This design comes from an exercise in tuning for small area, a short achievable clock period and few clock cycles per item on the open sky130 flow, not from production work. Where RTL was checked, it was by simulation tests only, not by an equivalence proof against the original. Power is estimated from default activity; no workload was simulated.

== oak ==
==> module axi4l_slv_top, before the edit <==
module axi4l_slv_top #(
    parameter int ADDR_WIDTH = 12,
    parameter int DATA_WIDTH = 32
) (
    input var                     aclk,
    input var                     aresetn,
    input var  [  ADDR_WIDTH-1:0] s_axi_awaddr,
    input var  [             2:0] s_axi_awprot,
    input var                     s_axi_awvalid,
    output var                    s_axi_awready,
    input var  [  DATA_WIDTH-1:0] s_axi_wdata,
    input var  [DATA_WIDTH/8-1:0] s_axi_wstrb,
    input var                     s_axi_wvalid,
    output var                    s_axi_wready,
    output var [             1:0] s_axi_bresp,
    output var                    s_axi_bvalid,
    input var                     s_axi_bready,
    input var  [  ADDR_WIDTH-1:0] s_axi_araddr,
    input var  [             2:0] s_axi_arprot,
    input var                     s_axi_arvalid,
    output var                    s_axi_arready,
    output var [  DATA_WIDTH-1:0] s_axi_rdata,
    output var [             1:0] s_axi_rresp,
    output var                    s_axi_rvalid,
    input var                     s_axi_rready,
    output var                    irq_reg_irq,
    input var                     reg_irq_bit0,
    output var [            31:0] reg_a_b,
    input var  [            31:0] reg_c_d
);
  logic wr_hs, b_pop;
  logic bv0_q, b1_free_q;   
  logic be0_q, be1_q;   
  assign s_axi_awready = s_axi_wvalid && b1_free_q;
  assign s_axi_wready = s_axi_awvalid && b1_free_q;
  assign wr_hs = s_axi_awvalid && s_axi_wvalid && b1_free_q;
  assign b_pop = bv0_q && s_axi_bready;
  logic [9:0] wa;
  logic wa_lo;   
  assign wa = s_axi_awaddr[11:2];
  assign wa_lo = (wa[9:4] == 6'd0);
  logic wr_trap, wr_mask, wr_force, wr_trig, wr_a, wr_ok;
  assign wr_trap = wr_hs && wa_lo && (wa[3:0] == 4'd1);
  assign wr_mask = wr_hs && wa_lo && (wa[3:0] == 4'd2);
  assign wr_force = wr_hs && wa_lo && (wa[3:0] == 4'd3);
  assign wr_trig = wr_hs && wa_lo && (wa[3:0] == 4'd5);
  assign wr_a = wr_hs && wa_lo && (wa[3:0] == 4'd8);
  assign wr_ok = wa_lo && (wa[3:0] <= 4'd5 || wa[3:0] == 4'd8);
  always_ff @(posedge aclk) begin
    if (!aresetn) begin
      bv0_q <= 1'b0;
      b1_free_q <= 1'b1;
    end else begin
      bv0_q <= (bv0_q && !b_pop) || !b1_free_q || wr_hs;
      b1_free_q <= !((!b1_free_q && !b_pop) || (wr_hs && bv0_q && !b_pop));
    end
  end
  always_ff @(posedge aclk) begin
    if (!bv0_q || b_pop) be0_q <= b1_free_q ? !wr_ok : be1_q;
  end
  always_ff @(posedge aclk) begin
    if (b1_free_q) be1_q <= !wr_ok;
  end
  assign s_axi_bvalid = bv0_q;
  assign s_axi_bresp = {be0_q, be0_q};
  logic trap_q, mask_q, trig_q, irq_in_q;
  logic [31:0] a_q;
  logic irq_event;
  always_ff @(posedge aclk) irq_in_q <= reg_irq_bit0;
  assign irq_event = reg_irq_bit0 && (!trig_q || !irq_in_q);
  always_ff @(posedge aclk) begin
    if (!aresetn) trap_q <= 1'b0;
    else
      trap_q <= (trap_q && !(wr_trap && !s_axi_wdata[0])) || (wr_force && s_axi_wdata[0]) ||
          irq_event;
  end
  always_ff @(posedge aclk) begin
    if (!aresetn) mask_q <= 1'b0;
    else if (wr_mask) mask_q <= s_axi_wdata[0];
  end
  always_ff @(posedge aclk) begin
    if (!aresetn) trig_q <= 1'b0;
    else if (wr_trig) trig_q <= s_axi_wdata[0];
  end
  logic a_ld, a_keep;
  assign a_ld = wr_a && aresetn;
  assign a_keep = !wr_a && aresetn;
  always_ff @(posedge aclk) a_q <= ({32{a_ld}} & s_axi_wdata) | ({32{a_keep}} & a_q);
  assign reg_a_b = a_q;
  assign irq_reg_irq = trap_q && mask_q;
  logic rvalid_q, ridle_q, rerr_q, r_free;
  logic [31:0] rdata_q;
  assign r_free = !rvalid_q || s_axi_rready;
  assign s_axi_arready = ridle_q || s_axi_rready;
  logic [9:0] ra;
  logic ra_lo;
  assign ra = s_axi_araddr[11:2];
  assign ra_lo = (ra[9:4] == 6'd0);
  logic ra_ok, rd_a, rd_c;
  assign ra_ok = ra_lo && (ra[3:0] <= 4'd5 || ra[3:0] == 4'd8 || ra[3:0] == 4'd9);
  assign rd_a = ra_lo && (ra[3:0] == 4'd8);
  assign rd_c = ra_lo && (ra[3:0] == 4'd9);
  logic rd_bit0;
  always_comb begin
    case (ra[3:0])
      4'd0: rd_bit0 = trap_q && mask_q;
      4'd1: rd_bit0 = trap_q;
      4'd2: rd_bit0 = mask_q;
      4'd4: rd_bit0 = irq_in_q;
      4'd5: rd_bit0 = trig_q;
      4'd8: rd_bit0 = a_q[0];
      4'd9: rd_bit0 = reg_c_d[0];
      default: rd_bit0 = 1'b0;
    endcase
  end
  always_ff @(posedge aclk) begin
    if (!aresetn) rvalid_q <= 1'b0;
    else if (r_free) rvalid_q <= s_axi_arvalid;
  end
  always_ff @(posedge aclk) begin
    if (!aresetn) ridle_q <= 1'b1;
    else if (r_free) ridle_q <= !s_axi_arvalid;
  end
  logic ld_a, ld_c, r_keep;
  assign ld_a = r_free && rd_a;
  assign ld_c = r_free && rd_c;
  assign r_keep = !r_free;
  always_ff @(posedge aclk) begin
    rdata_q[31:1] <= ({31{ld_a}} & a_q[31:1]) | ({31{ld_c}} & reg_c_d[31:1]) |
        ({31{r_keep}} & rdata_q[31:1]);
    rdata_q[0] <= (r_free && ra_lo && rd_bit0) || (r_keep && rdata_q[0]);
  end
  always_ff @(posedge aclk) begin
    if (r_free) rerr_q <= !ra_ok;
  end
  assign s_axi_rvalid = rvalid_q;
  assign s_axi_rdata = rdata_q;
  assign s_axi_rresp = {rerr_q, rerr_q};
endmodule
clock: 3.0 ns
lec_check: 0
abc_area: 1
cap_margin: 20
core_margin: 2
core_utilization: 40
setup_slack_margin: 1.5
slew_margin: 20
tns_end_percent: 10
standard.sh (not shown) runs the stock make flow with config.mk's settings and CLKGATE_MAP_FILE= SYNTH_SCRIPT=/design/flow/synth_recipe.tcl, a recipe that flattens the netlist after the stock synthesis.
==> flow/flow/run.sh <==
#!/bin/bash
# Standard ORFS layout with these changes:
#  - synthesis maps logic with the ABC script flow/abc_area.script (when present);
#    everything before ABC, so every register and its name, is the standard synthesis;
#  - the cells listed in flow/dont_use.txt (when present) are added to the platform's
#    don't-use list, for synthesis and the resizer (slow many-input OR/NOR gates);
#  - the port buffers are sky130 buf_1 cells instead of buffer_ports' default.
set -euo pipefail
here=$PWD
rm -rf "$here/scripts_abc"
cp -r "$FLOW_HOME/scripts" "$here/scripts_abc"
if [[ -f "$here/flow/abc_area.script" ]]; then
  cp "$here/flow/abc_area.script" "$here/scripts_abc/abc_area.script"
fi
args=()
if [[ -f "$here/flow/dont_use.txt" ]]; then
  base=$(make -s -C "$FLOW_HOME" DESIGN_CONFIG="$here/config.mk" WORK_HOME="$here/orfs" print-DONT_USE_CELLS | sed -n 's/^DONT_USE_CELLS: //p')
  args+=("DONT_USE_CELLS=$base $(tr '\n' ' ' < "$here/flow/dont_use.txt")")
fi
export BUFFER_PORTS_ARGS="-buffer_cell sky130_fd_sc_hd__buf_1"
bash standard.sh SCRIPTS_DIR="$here/scripts_abc" "${args[@]}" synth > synth.log 2>&1
bash standard.sh "${args[@]}" > standard.log 2>&1
==> flow/flow/abc_area.script <==
strash
&get -n
&dch -f
&nf
&put
topo
stime -c
==> flow/flow/dont_use.txt <==
sky130_fd_sc_hd__nor3_1
sky130_fd_sc_hd__nor3_2
sky130_fd_sc_hd__nor3_4
sky130_fd_sc_hd__nor3b_1
sky130_fd_sc_hd__nor3b_2
sky130_fd_sc_hd__nor3b_4
sky130_fd_sc_hd__nor4_1
sky130_fd_sc_hd__nor4_2
sky130_fd_sc_hd__nor4_4
sky130_fd_sc_hd__nor4b_1
sky130_fd_sc_hd__nor4b_2
sky130_fd_sc_hd__nor4b_4
sky130_fd_sc_hd__nor4bb_1
sky130_fd_sc_hd__nor4bb_2
sky130_fd_sc_hd__nor4bb_4
sky130_fd_sc_hd__or3_1
sky130_fd_sc_hd__or3_2
sky130_fd_sc_hd__or3_4
sky130_fd_sc_hd__or3b_1
sky130_fd_sc_hd__or3b_2
sky130_fd_sc_hd__or3b_4
sky130_fd_sc_hd__or4_1
sky130_fd_sc_hd__or4_2
sky130_fd_sc_hd__or4_4
sky130_fd_sc_hd__or4b_1
sky130_fd_sc_hd__or4b_2
sky130_fd_sc_hd__or4b_4
sky130_fd_sc_hd__or4bb_1
sky130_fd_sc_hd__or4bb_2
sky130_fd_sc_hd__or4bb_4
Testbench counts of oak, summed over its fixed seeds: cycles 1,608, items 3,200.
Relative to oak, the following input files were edited for cedar:
==> flow/design.v, changed modules only <==
module axi4l_slv_top #(
    parameter int ADDR_WIDTH = 12,
    parameter int DATA_WIDTH = 32
) (
    input var                     aclk,
    input var                     aresetn,
    input var  [  ADDR_WIDTH-1:0] s_axi_awaddr,
    input var  [             2:0] s_axi_awprot,
    input var                     s_axi_awvalid,
    output var                    s_axi_awready,
    input var  [  DATA_WIDTH-1:0] s_axi_wdata,
    input var  [DATA_WIDTH/8-1:0] s_axi_wstrb,
    input var                     s_axi_wvalid,
    output var                    s_axi_wready,
    output var [             1:0] s_axi_bresp,
    output var                    s_axi_bvalid,
    input var                     s_axi_bready,
    input var  [  ADDR_WIDTH-1:0] s_axi_araddr,
    input var  [             2:0] s_axi_arprot,
    input var                     s_axi_arvalid,
    output var                    s_axi_arready,
    output var [  DATA_WIDTH-1:0] s_axi_rdata,
    output var [             1:0] s_axi_rresp,
    output var                    s_axi_rvalid,
    input var                     s_axi_rready,
    output var                    irq_reg_irq,
    input var                     reg_irq_bit0,
    output var [            31:0] reg_a_b,
    input var  [            31:0] reg_c_d
);
  logic b_free, wr_hs;
  logic bvalid_q, bidle_q, berr_q;
  assign b_free = bidle_q || s_axi_bready;
  assign s_axi_awready = s_axi_wvalid && b_free;
  assign s_axi_wready = s_axi_awvalid && b_free;
  assign wr_hs = s_axi_awvalid && s_axi_wvalid && b_free;
  logic [9:0] wa;
  logic wa_lo;   
  assign wa = s_axi_awaddr[11:2];
  assign wa_lo = (wa[9:4] == 6'd0);
  logic wr_trap, wr_mask, wr_force, wr_trig, wr_a, wr_ok;
  assign wr_trap = wr_hs && wa_lo && (wa[3:0] == 4'd1);
  assign wr_mask = wr_hs && wa_lo && (wa[3:0] == 4'd2);
  assign wr_force = wr_hs && wa_lo && (wa[3:0] == 4'd3);
  assign wr_trig = wr_hs && wa_lo && (wa[3:0] == 4'd5);
  assign wr_a = wr_hs && wa_lo && (wa[3:0] == 4'd8);
  assign wr_ok = wa_lo && (wa[3:0] <= 4'd5 || wa[3:0] == 4'd8);
  always_ff @(posedge aclk) begin
    if (!aresetn) bvalid_q <= 1'b0;
    else if (wr_hs) bvalid_q <= 1'b1;
    else if (s_axi_bready) bvalid_q <= 1'b0;
  end
  always_ff @(posedge aclk) begin
    if (!aresetn) bidle_q <= 1'b1;
    else if (wr_hs) bidle_q <= 1'b0;
    else if (s_axi_bready) bidle_q <= 1'b1;
  end
  always_ff @(posedge aclk) begin
    if (b_free) berr_q <= !wr_ok;
  end
  assign s_axi_bvalid = bvalid_q;
  assign s_axi_bresp = {berr_q, berr_q};
  logic trap_q, mask_q, trig_q, irq_in_q;
  logic [31:0] a_q;
  logic irq_event;
  always_ff @(posedge aclk) irq_in_q <= reg_irq_bit0;
  assign irq_event = reg_irq_bit0 && (!trig_q || !irq_in_q);
  always_ff @(posedge aclk) begin
    if (!aresetn) trap_q <= 1'b0;
    else
      trap_q <= (trap_q && !(wr_trap && !s_axi_wdata[0])) || (wr_force && s_axi_wdata[0]) ||
          irq_event;
  end
  always_ff @(posedge aclk) begin
    if (!aresetn) mask_q <= 1'b0;
    else if (wr_mask) mask_q <= s_axi_wdata[0];
  end
  always_ff @(posedge aclk) begin
    if (!aresetn) trig_q <= 1'b0;
    else if (wr_trig) trig_q <= s_axi_wdata[0];
  end
  logic a_ld, a_keep;
  assign a_ld = wr_a && aresetn;
  assign a_keep = !wr_a && aresetn;
  always_ff @(posedge aclk) a_q <= ({32{a_ld}} & s_axi_wdata) | ({32{a_keep}} & a_q);
  assign reg_a_b = a_q;
  assign irq_reg_irq = trap_q && mask_q;
  logic rvalid_q, ridle_q, rerr_q, r_free;
  logic [31:0] rdata_q;
  assign r_free = ridle_q || s_axi_rready;
  assign s_axi_arready = r_free;
  logic [9:0] ra;
  logic ra_lo;
  assign ra = s_axi_araddr[11:2];
  assign ra_lo = (ra[9:4] == 6'd0);
  logic ra_ok, rd_a, rd_c;
  assign ra_ok = ra_lo && (ra[3:0] <= 4'd5 || ra[3:0] == 4'd8 || ra[3:0] == 4'd9);
  assign rd_a = ra_lo && (ra[3:0] == 4'd8);
  assign rd_c = ra_lo && (ra[3:0] == 4'd9);
  logic rd_bit0;
  always_comb begin
    case (ra[3:0])
      4'd0: rd_bit0 = trap_q && mask_q;
      4'd1: rd_bit0 = trap_q;
      4'd2: rd_bit0 = mask_q;
      4'd4: rd_bit0 = irq_in_q;
      4'd5: rd_bit0 = trig_q;
      4'd8: rd_bit0 = a_q[0];
      4'd9: rd_bit0 = reg_c_d[0];
      default: rd_bit0 = 1'b0;
    endcase
  end
  always_ff @(posedge aclk) begin
    if (!aresetn) rvalid_q <= 1'b0;
    else if (r_free) rvalid_q <= s_axi_arvalid;
  end
  always_ff @(posedge aclk) begin
    if (!aresetn) ridle_q <= 1'b1;
    else if (r_free) ridle_q <= !s_axi_arvalid;
  end
  logic ld_a, ld_c, r_keep;
  assign ld_a = r_free && rd_a;
  assign ld_c = r_free && rd_c;
  assign r_keep = !r_free;
  always_ff @(posedge aclk) begin
    rdata_q[31:1] <= ({31{ld_a}} & a_q[31:1]) | ({31{ld_c}} & reg_c_d[31:1]) |
        ({31{r_keep}} & rdata_q[31:1]);
    rdata_q[0] <= (r_free && ra_lo && rd_bit0) || (r_keep && rdata_q[0]);
  end
  always_ff @(posedge aclk) begin
    if (r_free) rerr_q <= !ra_ok;
  end
  assign s_axi_rvalid = rvalid_q;
  assign s_axi_rdata = rdata_q;
  assign s_axi_rresp = {rerr_q, rerr_q};
endmodule
==> comparison <==
- Die extent in y went down slightly going from oak to cedar.
- Cmp cedar vs oak: total non-filler cell area in the finished layout lower in cedar
- Net count reported at finish: cedar < oak
- Delta (cedar minus oak): leakage power of the design fell by 3.4%, total power rose by 0.012 mW, buffer count excluding the clock tree in the final layout fell by 1.1%.
- Of cedar and oak, the lower share of power burned in combinational logic belongs to cedar.
- Summary of cedar over oak: placement row count dropped 1; count of unique library cells instantiated by Yosys shows no meaningful change.
- In cedar the total of clock buffers placed in the layout turned out 2 higher than in oak.
- Compared with oak, in cedar overall routed net length lower; number of instances in the synthesized netlist lower; clock power higher.
Testbench counts of cedar, summed over its fixed seeds: cycles 1,608, items 3,200.

---

The RTL this note starts from:
==> flow/design.v <==
`timescale 1 ns / 1 ps
`default_nettype none
module axi4l_slv_top #(
    parameter int ADDR_WIDTH = 12,
    parameter int DATA_WIDTH = 32
) (
    input var                     aclk,
    input var                     aresetn,
    input var  [  ADDR_WIDTH-1:0] s_axi_awaddr,
    input var  [             2:0] s_axi_awprot,
    input var                     s_axi_awvalid,
    output var                    s_axi_awready,
    input var  [  DATA_WIDTH-1:0] s_axi_wdata,
    input var  [DATA_WIDTH/8-1:0] s_axi_wstrb,
    input var                     s_axi_wvalid,
    output var                    s_axi_wready,
    output var [             1:0] s_axi_bresp,
    output var                    s_axi_bvalid,
    input var                     s_axi_bready,
    input var  [  ADDR_WIDTH-1:0] s_axi_araddr,
    input var  [             2:0] s_axi_arprot,
    input var                     s_axi_arvalid,
    output var                    s_axi_arready,
    output var [  DATA_WIDTH-1:0] s_axi_rdata,
    output var [             1:0] s_axi_rresp,
    output var                    s_axi_rvalid,
    input var                     s_axi_rready,
    output var                    irq_reg_irq,
    input var                     reg_irq_bit0,
    output var [            31:0] reg_a_b,
    input var  [            31:0] reg_c_d
);
  logic b_free, wr_hs;
  logic bvalid_q, berr_q;
  assign b_free = !bvalid_q || s_axi_bready;
  assign s_axi_awready = s_axi_wvalid && b_free;
  assign s_axi_wready = s_axi_awvalid && b_free;
  assign wr_hs = s_axi_awvalid && s_axi_wvalid && b_free;
  logic [9:0] wa;
  logic wa_lo;   
  assign wa = s_axi_awaddr[11:2];
  assign wa_lo = (wa[9:4] == 6'd0);
  logic wr_trap, wr_mask, wr_force, wr_trig, wr_a, wr_ok;
  assign wr_trap = wr_hs && wa_lo && (wa[3:0] == 4'd1);
  assign wr_mask = wr_hs && wa_lo && (wa[3:0] == 4'd2);
  assign wr_force = wr_hs && wa_lo && (wa[3:0] == 4'd3);
  assign wr_trig = wr_hs && wa_lo && (wa[3:0] == 4'd5);
  assign wr_a = wr_hs && wa_lo && (wa[3:0] == 4'd8);
  assign wr_ok = wa_lo && (wa[3:0] <= 4'd5 || wa[3:0] == 4'd8);
  always_ff @(posedge aclk) begin
    if (!aresetn) bvalid_q <= 1'b0;
    else if (wr_hs) bvalid_q <= 1'b1;
    else if (s_axi_bready) bvalid_q <= 1'b0;
  end
  always_ff @(posedge aclk) begin
    if (b_free) berr_q <= !wr_ok;
  end
  assign s_axi_bvalid = bvalid_q;
  assign s_axi_bresp = {berr_q, berr_q};
  logic trap_q, mask_q, trig_q, irq_in_q;
  logic [31:0] a_q;
  logic irq_event;
  always_ff @(posedge aclk) irq_in_q <= reg_irq_bit0;
  assign irq_event = reg_irq_bit0 && (!trig_q || !irq_in_q);
  always_ff @(posedge aclk) begin
    if (!aresetn) trap_q <= 1'b0;
    else
      trap_q <= (trap_q && !(wr_trap && !s_axi_wdata[0])) || (wr_force && s_axi_wdata[0]) ||
          irq_event;
  end
  always_ff @(posedge aclk) begin
    if (!aresetn) mask_q <= 1'b0;
    else if (wr_mask) mask_q <= s_axi_wdata[0];
  end
  always_ff @(posedge aclk) begin
    if (!aresetn) trig_q <= 1'b0;
    else if (wr_trig) trig_q <= s_axi_wdata[0];
  end
  logic a_ld, a_keep;
  assign a_ld = wr_a && aresetn;
  assign a_keep = !wr_a && aresetn;
  always_ff @(posedge aclk) a_q <= ({32{a_ld}} & s_axi_wdata) | ({32{a_keep}} & a_q);
  assign reg_a_b = a_q;
  assign irq_reg_irq = trap_q && mask_q;
  logic rvalid_q, rerr_q, r_free;
  logic [31:0] rdata_q;
  assign r_free = !rvalid_q || s_axi_rready;
  assign s_axi_arready = r_free;
  logic [9:0] ra;
  logic ra_lo;
  assign ra = s_axi_araddr[11:2];
  assign ra_lo = (ra[9:4] == 6'd0);
  logic ra_ok, rd_a, rd_c;
  assign ra_ok = ra_lo && (ra[3:0] <= 4'd5 || ra[3:0] == 4'd8 || ra[3:0] == 4'd9);
  assign rd_a = ra_lo && (ra[3:0] == 4'd8);
  assign rd_c = ra_lo && (ra[3:0] == 4'd9);
  logic rd_bit0;
  always_comb begin
    case (ra[3:0])
      4'd0: rd_bit0 = trap_q && mask_q;
      4'd1: rd_bit0 = trap_q;
      4'd2: rd_bit0 = mask_q;
      4'd4: rd_bit0 = irq_in_q;
      4'd5: rd_bit0 = trig_q;
      4'd8: rd_bit0 = a_q[0];
      4'd9: rd_bit0 = reg_c_d[0];
      default: rd_bit0 = 1'b0;
    endcase
  end
  always_ff @(posedge aclk) begin
    if (!aresetn) rvalid_q <= 1'b0;
    else if (r_free) rvalid_q <= s_axi_arvalid;
  end
  logic ld_a, ld_c, r_keep;
  assign ld_a = r_free && rd_a;
  assign ld_c = r_free && rd_c;
  assign r_keep = !r_free;
  always_ff @(posedge aclk) begin
    rdata_q[31:1] <= ({31{ld_a}} & a_q[31:1]) | ({31{ld_c}} & reg_c_d[31:1]) |
        ({31{r_keep}} & rdata_q[31:1]);
    rdata_q[0] <= (r_free && ra_lo && rd_bit0) || (r_keep && rdata_q[0]);
  end
  always_ff @(posedge aclk) begin
    if (r_free) rerr_q <= !ra_ok;
  end
  assign s_axi_rvalid = rvalid_q;
  assign s_axi_rdata = rdata_q;
  assign s_axi_rresp = {rerr_q, rerr_q};
endmodule
`default_nettype wire
==> flow/config.mk <==
export PLATFORM = sky130hd
export DESIGN_NAME = axi4l_slv_top
export DESIGN_NICKNAME = axi4l_slv_top
export VERILOG_FILES = /design/flow/design.v
export SDC_FILE = /design/flow/constraint.sdc
export NUM_CORES = 4
export LEC_CHECK = 0
export ABC_AREA = 1
export CAP_MARGIN = 20
export CORE_MARGIN = 2
export CORE_UTILIZATION = 40
export SETUP_SLACK_MARGIN = 1.4
export SLEW_MARGIN = 20
==> flow/constraint.sdc <==
create_clock -name core_clock -period 3.0 [get_ports {aclk}]
set_input_delay 0.6000 -clock core_clock [delete_from_list [all_inputs] [get_ports {aclk}]]
set_output_delay 0.6000 -clock core_clock [all_outputs]
set_load 0.01 [all_outputs]
==> flow/flow/run.sh <==
#!/bin/bash
# Standard ORFS layout, but the port buffers are small sky130 buf_1 cells
# instead of the delay buffers buffer_ports picks by default.
set -euo pipefail
export BUFFER_PORTS_ARGS="-buffer_cell sky130_fd_sc_hd__buf_1"
bash standard.sh > standard.log 2>&1
Then changed:
--- a/flow/design.v
+++ b/flow/design.v
@@ -74,56 +74,49 @@
   end
   always_ff @(posedge aclk) begin
     if (!aresetn) trig_q <= 1'b0;
     else if (wr_trig) trig_q <= s_axi_wdata[0];
   end
-  logic a_ld, a_keep;
-  assign a_ld = wr_a && aresetn;
-  assign a_keep = !wr_a && aresetn;
-  always_ff @(posedge aclk) a_q <= ({32{a_ld}} & s_axi_wdata) | ({32{a_keep}} & a_q);
+  always_ff @(posedge aclk) begin
+    if (!aresetn) a_q <= '0;
+    else if (wr_a) a_q <= s_axi_wdata;
+  end
   assign reg_a_b = a_q;
   assign irq_reg_irq = trap_q && mask_q;
   logic rvalid_q, rerr_q, r_free;
   logic [31:0] rdata_q;
   assign r_free = !rvalid_q || s_axi_rready;
   assign s_axi_arready = r_free;
   logic [9:0] ra;
   logic ra_lo;
   assign ra = s_axi_araddr[11:2];
   assign ra_lo = (ra[9:4] == 6'd0);
-  logic ra_ok, rd_a, rd_c;
-  assign ra_ok = ra_lo && (ra[3:0] <= 4'd5 || ra[3:0] == 4'd8 || ra[3:0] == 4'd9);
-  assign rd_a = ra_lo && (ra[3:0] == 4'd8);
-  assign rd_c = ra_lo && (ra[3:0] == 4'd9);
-  logic rd_bit0;
+  logic [31:0] rd_val;
   always_comb begin
-    case (ra[3:0])
-      4'd0: rd_bit0 = trap_q && mask_q;
-      4'd1: rd_bit0 = trap_q;
-      4'd2: rd_bit0 = mask_q;
-      4'd4: rd_bit0 = irq_in_q;
-      4'd5: rd_bit0 = trig_q;
-      4'd8: rd_bit0 = a_q[0];
-      4'd9: rd_bit0 = reg_c_d[0];
-      default: rd_bit0 = 1'b0;
-    endcase
+    rd_val = '0;
+    if (ra_lo) begin
+      case (ra[3:0])
+        4'd0: rd_val[0] = trap_q && mask_q;
+        4'd1: rd_val[0] = trap_q;
+        4'd2: rd_val[0] = mask_q;
+        4'd4: rd_val[0] = irq_in_q;
+        4'd5: rd_val[0] = trig_q;
+        4'd8: rd_val = a_q;
+        4'd9: rd_val = reg_c_d;
+        default: rd_val = '0;
+      endcase
+    end
   end
   always_ff @(posedge aclk) begin
     if (!aresetn) rvalid_q <= 1'b0;
     else if (r_free) rvalid_q <= s_axi_arvalid;
   end
-  logic ld_a, ld_c, r_keep;
-  assign ld_a = r_free && rd_a;
-  assign ld_c = r_free && rd_c;
-  assign r_keep = !r_free;
   always_ff @(posedge aclk) begin
-    rdata_q[31:1] <= ({31{ld_a}} & a_q[31:1]) | ({31{ld_c}} & reg_c_d[31:1]) |
-        ({31{r_keep}} & rdata_q[31:1]);
-    rdata_q[0] <= (r_free && ra_lo && rd_bit0) || (r_keep && rdata_q[0]);
-  end
-  always_ff @(posedge aclk) begin
-    if (r_free) rerr_q <= !ra_ok;
+    if (r_free) begin
+      rdata_q <= rd_val;
+      rerr_q  <= !(ra_lo && (ra[3:0] <= 4'd5 || ra[3:0] == 4'd8 || ra[3:0] == 4'd9));
+    end
   end
   assign s_axi_rvalid = rvalid_q;
   assign s_axi_rdata = rdata_q;
   assign s_axi_rresp = {rerr_q, rerr_q};
 endmodule
The changed run finished with timing, DRC and antenna clean.
Worst setup slack improved by 0.019 ns.
Combinational power is higher by about a fifth.
Flip-flop and latch count stays the same.
Cell area went up by a few percent.
Power climbs by roughly a tenth.
Fmax went up slightly.
Area after synthesis stays flat.
Wire length goes down by a few percent.
No functional check of the RTL was part of any run of this note.

## separate check: timing with driven ports
How much do the figures lean on ideal ports? The routed layouts below were timed once more, with nothing changed but the port constraints.
Step 1 (the two cells are an assumption about what drives the block):
set clk [get_ports {aclk}]
set_driving_cell -lib_cell sky130_fd_sc_hd__clkbuf_16 $clk
set_driving_cell -lib_cell sky130_fd_sc_hd__buf_2 [delete_from_list [all_inputs] $clk]
Step 2 moves the port delays by t, midway between the first and last clock arrival at a register: inputs arrive t later, outputs are due t later. That takes back most of the time a late clock gives input paths.
a / b / c = ideal ports / drivers / drivers and shift; a / b = the first two.
run	t (ns)	setup WS [ns]	worst data-port slew with drivers (ns)
oak	0.371	1.363 / 1.327 / 1.077	0.05
cedar	0.361	1.407 / 1.384 / 1.136	0.05
the first run of note 2	0.358	1.365 / 1.336 / 1.135	0.05
the second run of note 2	0.362	1.384 / 1.360 / 1.111	0.05
After both steps every run listed still meets setup and hold. For oak, which loses most, drivers alone change the setup slack by -0.036 ns; drivers and shift together by -0.286 ns.
